What follows belongs to an exercise in optimizing a design on an open flow for small area; a production flow would make more cautious choices. Only simulation tests tie the RTL to the original design; equivalence was not proved. Power is estimated from default activity; no workload was simulated.

==> inputs of garnet <==
Design tms9900, start of the top module:
module tms9900(
    input clk, 
    input reset,
    output [15:0] addr_out,
    input  [15:0] data_in,
    output [15:0] data_out,
    output reg rd,
    output reg wr,
    output reg rd_now,
    input  cache_hit,
    input  use_ready,
    input  ready,
    output reg iaq,
    output reg as,
    input  int_req,
    input [3:0] ic03,
    output reg int_ack,
    input  cruin,
    output reg cruout,
    output cruclk,
    input  hold,
    output reg holda,
    input [7:0] waits,
    output reg stuck,
    output [15:0] ir_out,
    output [15:0] pc_ir_out,
    output [15:0] pc_ir_out2     
);
clock: 10.0 ns
lec_check: 0
cap_margin: 20
core_margin: 2
core_utilization: 40
place_density: 0.6
slew_margin: 20
run.sh (not shown) runs the stock make flow with config.mk's settings and CLKGATE_MAP_FILE= SYNTH_SCRIPT=/design/flow/synth_recipe.tcl, a recipe that flattens the netlist after the stock synthesis.
==> inputs of sierra, as changes to garnet <==
--- a/flow/design.v
+++ b/flow/design.v
@@ -17,52 +17,66 @@
 	assign co = c[N];
 endmodule
 module alu9900(
 	input [15:0] arg1,
 	input [15:0] arg2, 
 	input [3:0] ope, 
 	input compare,	 
+	input adder_sub,	 
 	output [15:0] alu_result,
 	output alu_logical_gt,
 	output alu_arithmetic_gt,
 	output alu_flag_zero,
 	output alu_flag_carry,
 	output alu_flag_overflow,
 	output alu_flag_parity,
 	output alu_flag_parity_source
 	);
 	localparam load1=4'h0, load2=4'h1, add =4'h2, sub =4'h3, 
 				  abs  =4'h4, aor  =4'h5, aand=4'h6, axor=4'h7,
 				  andn =4'h8, coc  =4'h9, czc =4'ha, swpb=4'hb,
 				  sla  =4'hc, sra  =4'hd, src =4'he, srl =4'hf;
-	wire do_sub = (ope != add);
 	wire [15:0] sum;
 	wire sum_co;
-	rca9900 #(16) adder(.a(arg1), .b(arg2 ^ {16{do_sub}}), .ci(do_sub), .s(sum), .co(sum_co));
+	wire [15:0] bx = arg2 ^ {16{adder_sub}};
+	wire c8, co_h0, co_h1;
+	wire [7:0] sum_h0, sum_h1;
+	rca9900 #(8) adder_l(.a(arg1[7:0]), .b(bx[7:0]), .ci(adder_sub), .s(sum[7:0]), .co(c8));
+	rca9900 #(8) adder_h0(.a(arg1[15:8]), .b(bx[15:8]), .ci(1'b0), .s(sum_h0), .co(co_h0));
+	rca9900 #(8) adder_h1(.a(arg1[15:8]), .b(bx[15:8]), .ci(1'b1), .s(sum_h1), .co(co_h1));
+	assign sum[15:8] = c8 ? sum_h1 : sum_h0;
+	assign sum_co = c8 ? co_h1 : co_h0;
+	reg [3:0] tt;
+	always @* begin
+		case (ope)
+			load1:     tt = 4'b1100;	 
+			load2:     tt = 4'b1010;	 
+			aor:       tt = 4'b1110;
+			axor:      tt = 4'b0110;
+			andn, coc: tt = 4'b0100;	 
+			aand, czc: tt = 4'b1000;	 
+			default:   tt = 4'b0000;
+		endcase
+	end
+	wire [15:0] lg = (arg1 & arg2 & {16{tt[3]}}) | (arg1 & ~arg2 & {16{tt[2]}}) |
+	                 (~arg1 & arg2 & {16{tt[1]}}) | (~arg1 & ~arg2 & {16{tt[0]}});
 	reg [15:0] r;
 	reg c16;
 	always @* begin
 		c16 = 1'b0;
 		case (ope)
-			load1: r = arg1;
-			load2: r = arg2;
 			add:   begin r = sum; c16 = sum_co; end
 			sub:   begin r = sum; c16 = !sum_co; end
 			abs:   begin r = arg2[15] ? sum : arg2; c16 = arg2[15] & !sum_co; end
-			aor:   r = arg1 | arg2;
-			aand:  r = arg1 & arg2;
-			axor:  r = arg1 ^ arg2;
-			andn:  r = arg1 & ~arg2;
-			coc:   r = (arg1 ^ arg2) & arg1;
-			czc:   r = (arg1 ^ ~arg2) & arg1;
 			swpb:  r = { arg2[7:0], arg2[15:8] };
 			sla:   begin r = { arg2[14:0], 1'b0 }; c16 = arg2[15]; end
 			sra:   begin r = { arg2[15], arg2[15:1] }; c16 = arg2[0]; end
 			src:   begin r = { arg2[0], arg2[15:1] }; c16 = arg2[0]; end
-			default: begin r = { 1'b0, arg2[15:1] }; c16 = arg2[0]; end  
+			srl:   begin r = { 1'b0, arg2[15:1] }; c16 = arg2[0]; end
+			default: r = lg;
 		endcase
 	end
 	assign alu_result = r;
 	wire nz = |r;
 	assign alu_logical_gt = compare ? (arg2[15] && !arg1[15]) || (arg1[15]==arg2[15] && r[15]) 
 											  : nz;
 	assign alu_arithmetic_gt = compare ? (!arg2[15] && arg1[15]) || (arg1[15]==arg2[15] && r[15])
@@ -308,30 +322,32 @@
                 mpy_div_done <= 1'b1;
         end
         md_step <= !md_step;
     end
 end
 wire byte_to_high = !ea[0] || (cpu_state != do_stcr7 && operand_mode[5:4] == 2'b00);
 wire [15:0] byte_merge = byte_to_high ? { alu_result[15:8], rd_dat[7:0] } : { rd_dat[15:8], alu_result[15:8] };
-wire [3:0] ope_eff = (cpu_state == do_div2 && mpy_op && !wr_dat[0]) ? alu_load1 : ope;
+reg mpy_run;     
+wire [3:0] ope_eff = (mpy_run && !wr_dat[0]) ? alu_load1 : ope;
 alu9900 alu(
-    .arg1(arg1), .arg2(arg2), .ope(ope_eff), .alu_result(alu_result),
+    .arg1(arg1), .arg2(arg2), .ope(ope_eff), .adder_sub(ope != alu_add), .alu_result(alu_result),
     .compare(alu_compare),
     .alu_logical_gt(alu_logical_gt), .alu_arithmetic_gt(alu_arithmetic_gt),
     .alu_flag_zero(alu_flag_zero), .alu_flag_carry(alu_flag_carry),
     .alu_flag_overflow(alu_flag_overflow), 
     .alu_flag_parity(alu_flag_parity), .alu_flag_parity_source(alu_flag_parity_source)
     );
 always @(posedge clk)
 begin
     if (reset == 1'b1) begin
         st <= 16'h0000;   
         pc <= 16'h1234;   
         w <= 16'h0000;    
         stuck <= 1'b0;
+        mpy_run <= 1'b0;
         rd <= 1'b0;
         wr <= 1'b0;
         cruclk_internal <= 1'b0;
         cruout <= 1'b0;
         i_am_xop <= 1'b0;
         arg2 <= 16'h0000;
         ope <= alu_load2;
@@ -1078,14 +1094,15 @@
                     end else begin
                         cpu_state <= do_stuck;
                     end
                 end
             do_mul0: begin  
                     mpy_div_start <= 1'b1;
                     mpy_op <= 1'b1;
+                    mpy_run <= 1'b1;
                     arg1 <= 16'h0000;
                     arg2 <= reg_t;
                     ope <= alu_add;
                     wr_dat <= rd_dat;
                     cpu_state <= do_div2;     
                 end
             do_div0: begin  
@@ -1122,15 +1139,18 @@
                         reg_t2 <= md_rem;
                         arg1 <= { md_rem[14:0], wr_dat[14] };
                         md_top <= md_rem[15];
                         wr_dat <= { wr_dat[14:0], md_div_ok };
                     end
                 end
                 if(mpy_div_done && !mpy_div_start) 
+                begin
                     cpu_state <= do_div4;
+                    mpy_run <= 1'b0;
+                end
             end
             do_div4: begin
                     if (mpy_op) begin
                         wr_dat <= arg1;      
                         reg_t2 <= wr_dat;    
                     end
                     arg1 <= 17'h0002;
==> flow/flow/run.sh (new file) <==
#!/bin/bash
# The standard layout, with a small buffer (buf_1) instead of the default on every
# input and output port. Every tool's output goes to standard_flow.log here; ORFS's
# own per-step logs stay under orfs/logs/.
set -euo pipefail
export BUFFER_PORTS_ARGS="-buffer_cell sky130_fd_sc_hd__buf_1"
bash standard.sh "BUFFER_PORTS_ARGS=-buffer_cell sky130_fd_sc_hd__buf_1" finish > standard_flow.log 2>&1
==> flow/standard.sh (new file) <==
#!/bin/bash
# synth_recipe.tcl (not shown) runs the flow's synth.tcl, then flattens the netlist and writes it again
# the make line also repeats each setting of config.mk as NAME=value (left out here)
make -C /OpenROAD-flow-scripts/flow DESIGN_CONFIG=/design/flow/config.mk WORK_HOME=/design/flow/orfs CLKGATE_MAP_FILE= SYNTH_SCRIPT=/design/flow/synth_recipe.tcl "${@:-finish}"
Settings changed: CAP_MARGIN 20 to 0, CORE_UTILIZATION 40 to 45, PLACE_DENSITY 0.6 to 0.65, SLEW_MARGIN 20 to 0.
removed: flow/run.sh
==> inputs of xenon, as changes to garnet <==
--- a/flow/design.v
+++ b/flow/design.v
@@ -17,52 +17,66 @@
 	assign co = c[N];
 endmodule
 module alu9900(
 	input [15:0] arg1,
 	input [15:0] arg2, 
 	input [3:0] ope, 
 	input compare,	 
+	input adder_sub,	 
 	output [15:0] alu_result,
 	output alu_logical_gt,
 	output alu_arithmetic_gt,
 	output alu_flag_zero,
 	output alu_flag_carry,
 	output alu_flag_overflow,
 	output alu_flag_parity,
 	output alu_flag_parity_source
 	);
 	localparam load1=4'h0, load2=4'h1, add =4'h2, sub =4'h3, 
 				  abs  =4'h4, aor  =4'h5, aand=4'h6, axor=4'h7,
 				  andn =4'h8, coc  =4'h9, czc =4'ha, swpb=4'hb,
 				  sla  =4'hc, sra  =4'hd, src =4'he, srl =4'hf;
-	wire do_sub = (ope != add);
 	wire [15:0] sum;
 	wire sum_co;
-	rca9900 #(16) adder(.a(arg1), .b(arg2 ^ {16{do_sub}}), .ci(do_sub), .s(sum), .co(sum_co));
+	wire [15:0] bx = arg2 ^ {16{adder_sub}};
+	wire c8, co_h0, co_h1;
+	wire [7:0] sum_h0, sum_h1;
+	rca9900 #(8) adder_l(.a(arg1[7:0]), .b(bx[7:0]), .ci(adder_sub), .s(sum[7:0]), .co(c8));
+	rca9900 #(8) adder_h0(.a(arg1[15:8]), .b(bx[15:8]), .ci(1'b0), .s(sum_h0), .co(co_h0));
+	rca9900 #(8) adder_h1(.a(arg1[15:8]), .b(bx[15:8]), .ci(1'b1), .s(sum_h1), .co(co_h1));
+	assign sum[15:8] = c8 ? sum_h1 : sum_h0;
+	assign sum_co = c8 ? co_h1 : co_h0;
+	reg [3:0] tt;
+	always @* begin
+		case (ope)
+			load1:     tt = 4'b1100;	 
+			load2:     tt = 4'b1010;	 
+			aor:       tt = 4'b1110;
+			axor:      tt = 4'b0110;
+			andn, coc: tt = 4'b0100;	 
+			aand, czc: tt = 4'b1000;	 
+			default:   tt = 4'b0000;
+		endcase
+	end
+	wire [15:0] lg = (arg1 & arg2 & {16{tt[3]}}) | (arg1 & ~arg2 & {16{tt[2]}}) |
+	                 (~arg1 & arg2 & {16{tt[1]}}) | (~arg1 & ~arg2 & {16{tt[0]}});
 	reg [15:0] r;
 	reg c16;
 	always @* begin
 		c16 = 1'b0;
 		case (ope)
-			load1: r = arg1;
-			load2: r = arg2;
 			add:   begin r = sum; c16 = sum_co; end
 			sub:   begin r = sum; c16 = !sum_co; end
 			abs:   begin r = arg2[15] ? sum : arg2; c16 = arg2[15] & !sum_co; end
-			aor:   r = arg1 | arg2;
-			aand:  r = arg1 & arg2;
-			axor:  r = arg1 ^ arg2;
-			andn:  r = arg1 & ~arg2;
-			coc:   r = (arg1 ^ arg2) & arg1;
-			czc:   r = (arg1 ^ ~arg2) & arg1;
 			swpb:  r = { arg2[7:0], arg2[15:8] };
 			sla:   begin r = { arg2[14:0], 1'b0 }; c16 = arg2[15]; end
 			sra:   begin r = { arg2[15], arg2[15:1] }; c16 = arg2[0]; end
 			src:   begin r = { arg2[0], arg2[15:1] }; c16 = arg2[0]; end
-			default: begin r = { 1'b0, arg2[15:1] }; c16 = arg2[0]; end  
+			srl:   begin r = { 1'b0, arg2[15:1] }; c16 = arg2[0]; end
+			default: r = lg;
 		endcase
 	end
 	assign alu_result = r;
 	wire nz = |r;
 	assign alu_logical_gt = compare ? (arg2[15] && !arg1[15]) || (arg1[15]==arg2[15] && r[15]) 
 											  : nz;
 	assign alu_arithmetic_gt = compare ? (!arg2[15] && arg1[15]) || (arg1[15]==arg2[15] && r[15])
@@ -308,30 +322,32 @@
                 mpy_div_done <= 1'b1;
         end
         md_step <= !md_step;
     end
 end
 wire byte_to_high = !ea[0] || (cpu_state != do_stcr7 && operand_mode[5:4] == 2'b00);
 wire [15:0] byte_merge = byte_to_high ? { alu_result[15:8], rd_dat[7:0] } : { rd_dat[15:8], alu_result[15:8] };
-wire [3:0] ope_eff = (cpu_state == do_div2 && mpy_op && !wr_dat[0]) ? alu_load1 : ope;
+reg mpy_run;     
+wire [3:0] ope_eff = (mpy_run && !wr_dat[0]) ? alu_load1 : ope;
 alu9900 alu(
-    .arg1(arg1), .arg2(arg2), .ope(ope_eff), .alu_result(alu_result),
+    .arg1(arg1), .arg2(arg2), .ope(ope_eff), .adder_sub(ope != alu_add), .alu_result(alu_result),
     .compare(alu_compare),
     .alu_logical_gt(alu_logical_gt), .alu_arithmetic_gt(alu_arithmetic_gt),
     .alu_flag_zero(alu_flag_zero), .alu_flag_carry(alu_flag_carry),
     .alu_flag_overflow(alu_flag_overflow), 
     .alu_flag_parity(alu_flag_parity), .alu_flag_parity_source(alu_flag_parity_source)
     );
 always @(posedge clk)
 begin
     if (reset == 1'b1) begin
         st <= 16'h0000;   
         pc <= 16'h1234;   
         w <= 16'h0000;    
         stuck <= 1'b0;
+        mpy_run <= 1'b0;
         rd <= 1'b0;
         wr <= 1'b0;
         cruclk_internal <= 1'b0;
         cruout <= 1'b0;
         i_am_xop <= 1'b0;
         arg2 <= 16'h0000;
         ope <= alu_load2;
@@ -1078,14 +1094,15 @@
                     end else begin
                         cpu_state <= do_stuck;
                     end
                 end
             do_mul0: begin  
                     mpy_div_start <= 1'b1;
                     mpy_op <= 1'b1;
+                    mpy_run <= 1'b1;
                     arg1 <= 16'h0000;
                     arg2 <= reg_t;
                     ope <= alu_add;
                     wr_dat <= rd_dat;
                     cpu_state <= do_div2;     
                 end
             do_div0: begin  
@@ -1122,15 +1139,18 @@
                         reg_t2 <= md_rem;
                         arg1 <= { md_rem[14:0], wr_dat[14] };
                         md_top <= md_rem[15];
                         wr_dat <= { wr_dat[14:0], md_div_ok };
                     end
                 end
                 if(mpy_div_done && !mpy_div_start) 
+                begin
                     cpu_state <= do_div4;
+                    mpy_run <= 1'b0;
+                end
             end
             do_div4: begin
                     if (mpy_op) begin
                         wr_dat <= arg1;      
                         reg_t2 <= wr_dat;    
                     end
                     arg1 <= 17'h0002;
==> flow/flow/run.sh (new file) <==
#!/bin/bash
# The standard layout, with a small buffer (buf_1) instead of the default on every
# input and output port. Every tool's output goes to standard_flow.log here; ORFS's
# own per-step logs stay under orfs/logs/.
set -euo pipefail
export BUFFER_PORTS_ARGS="-buffer_cell sky130_fd_sc_hd__buf_1"
bash standard.sh "BUFFER_PORTS_ARGS=-buffer_cell sky130_fd_sc_hd__buf_1" finish > standard_flow.log 2>&1
==> flow/standard.sh (new file) <==
#!/bin/bash
# synth_recipe.tcl (not shown) runs the flow's synth.tcl, then flattens the netlist and writes it again
# the make line also repeats each setting of config.mk as NAME=value (left out here)
make -C /OpenROAD-flow-scripts/flow DESIGN_CONFIG=/design/flow/config.mk WORK_HOME=/design/flow/orfs CLKGATE_MAP_FILE= SYNTH_SCRIPT=/design/flow/synth_recipe.tcl "${@:-finish}"
Settings changed: CORE_UTILIZATION 40 to 45, PLACE_DENSITY 0.6 to 0.65.
removed: flow/run.sh
==> comparison <==
garnet ran to the end with no violations. sierra finished but failed the layout checks on capacitance limit, slew limit. xenon finished clean. Against garnet, the final area of xenon is lower by about 7%. Global-route usage: garnet < xenon < sierra. Utilization: garnet < sierra < xenon. The highest via count belongs to garnet, the lowest to xenon. Clock skew: xenon < sierra < garnet.
==> figures <==
Met1 layer wirelength in the final routing: xenon 56900 µm; garnet 63500 µm; sierra 56300 µm
Floorplan core area: xenon 0.0551 mm²; garnet 0.0641 mm²; sierra 0.0551 mm²
Share of total power in the clock network: xenon 0.191; garnet 0.152; sierra 0.177
Number of placement rows: xenon 86; garnet 93; sierra 86
Clock period minus final worst setup slack: xenon 8950 ps; garnet 9710 ps; sierra 8810 ps
Number of cell instances on the worst register-to-register path: xenon 33; garnet 34; sierra 33
Average detailed-routed wire length per instance: xenon 41.5 µm; garnet 42.6 µm; sierra 41.9 µm
Pre-CTS setup slack: xenon 1230 ps; garnet 416 ps; sierra 1260 ps
Least-Margin Pin Slew: xenon 1410 ps; garnet 1350 ps; sierra 1520 ps
Achievable Freq: xenon 0.112 GHz; garnet 0.103 GHz; sierra 0.113 GHz
Status: xenon finished clean; garnet finished clean; sierra failed layout checks
Reasons for failing layout checks: xenon -; garnet -; sierra capacitance limit, slew limit

afterwards: timing with drivers on the ports:
The flow's constraints put no driver on any port. The routed layouts listed below were extracted and timed again, unchanged, in two steps. Step 1 assumes that a clkbuf_16 drives the clock port and a buf_2 every other input. Step 2 also shifts input and output timing later by t, the mid clock arrival at the registers, as if the neighbouring blocks saw the same clock. a / b / c = ideal / step 1 / step 2; a / b = the first two.
run | shift t [ns] | slack for setup (ns) | pins driven straight from the clock port
garnet | 0.671 | 0.287 / 0.287 / 0.287 | 1
sierra | 0.639 | 1.186 / 1.186 / 1.186 | 1
xenon | 0.639 | 1.054 / 1.054 / 1.054 | 1
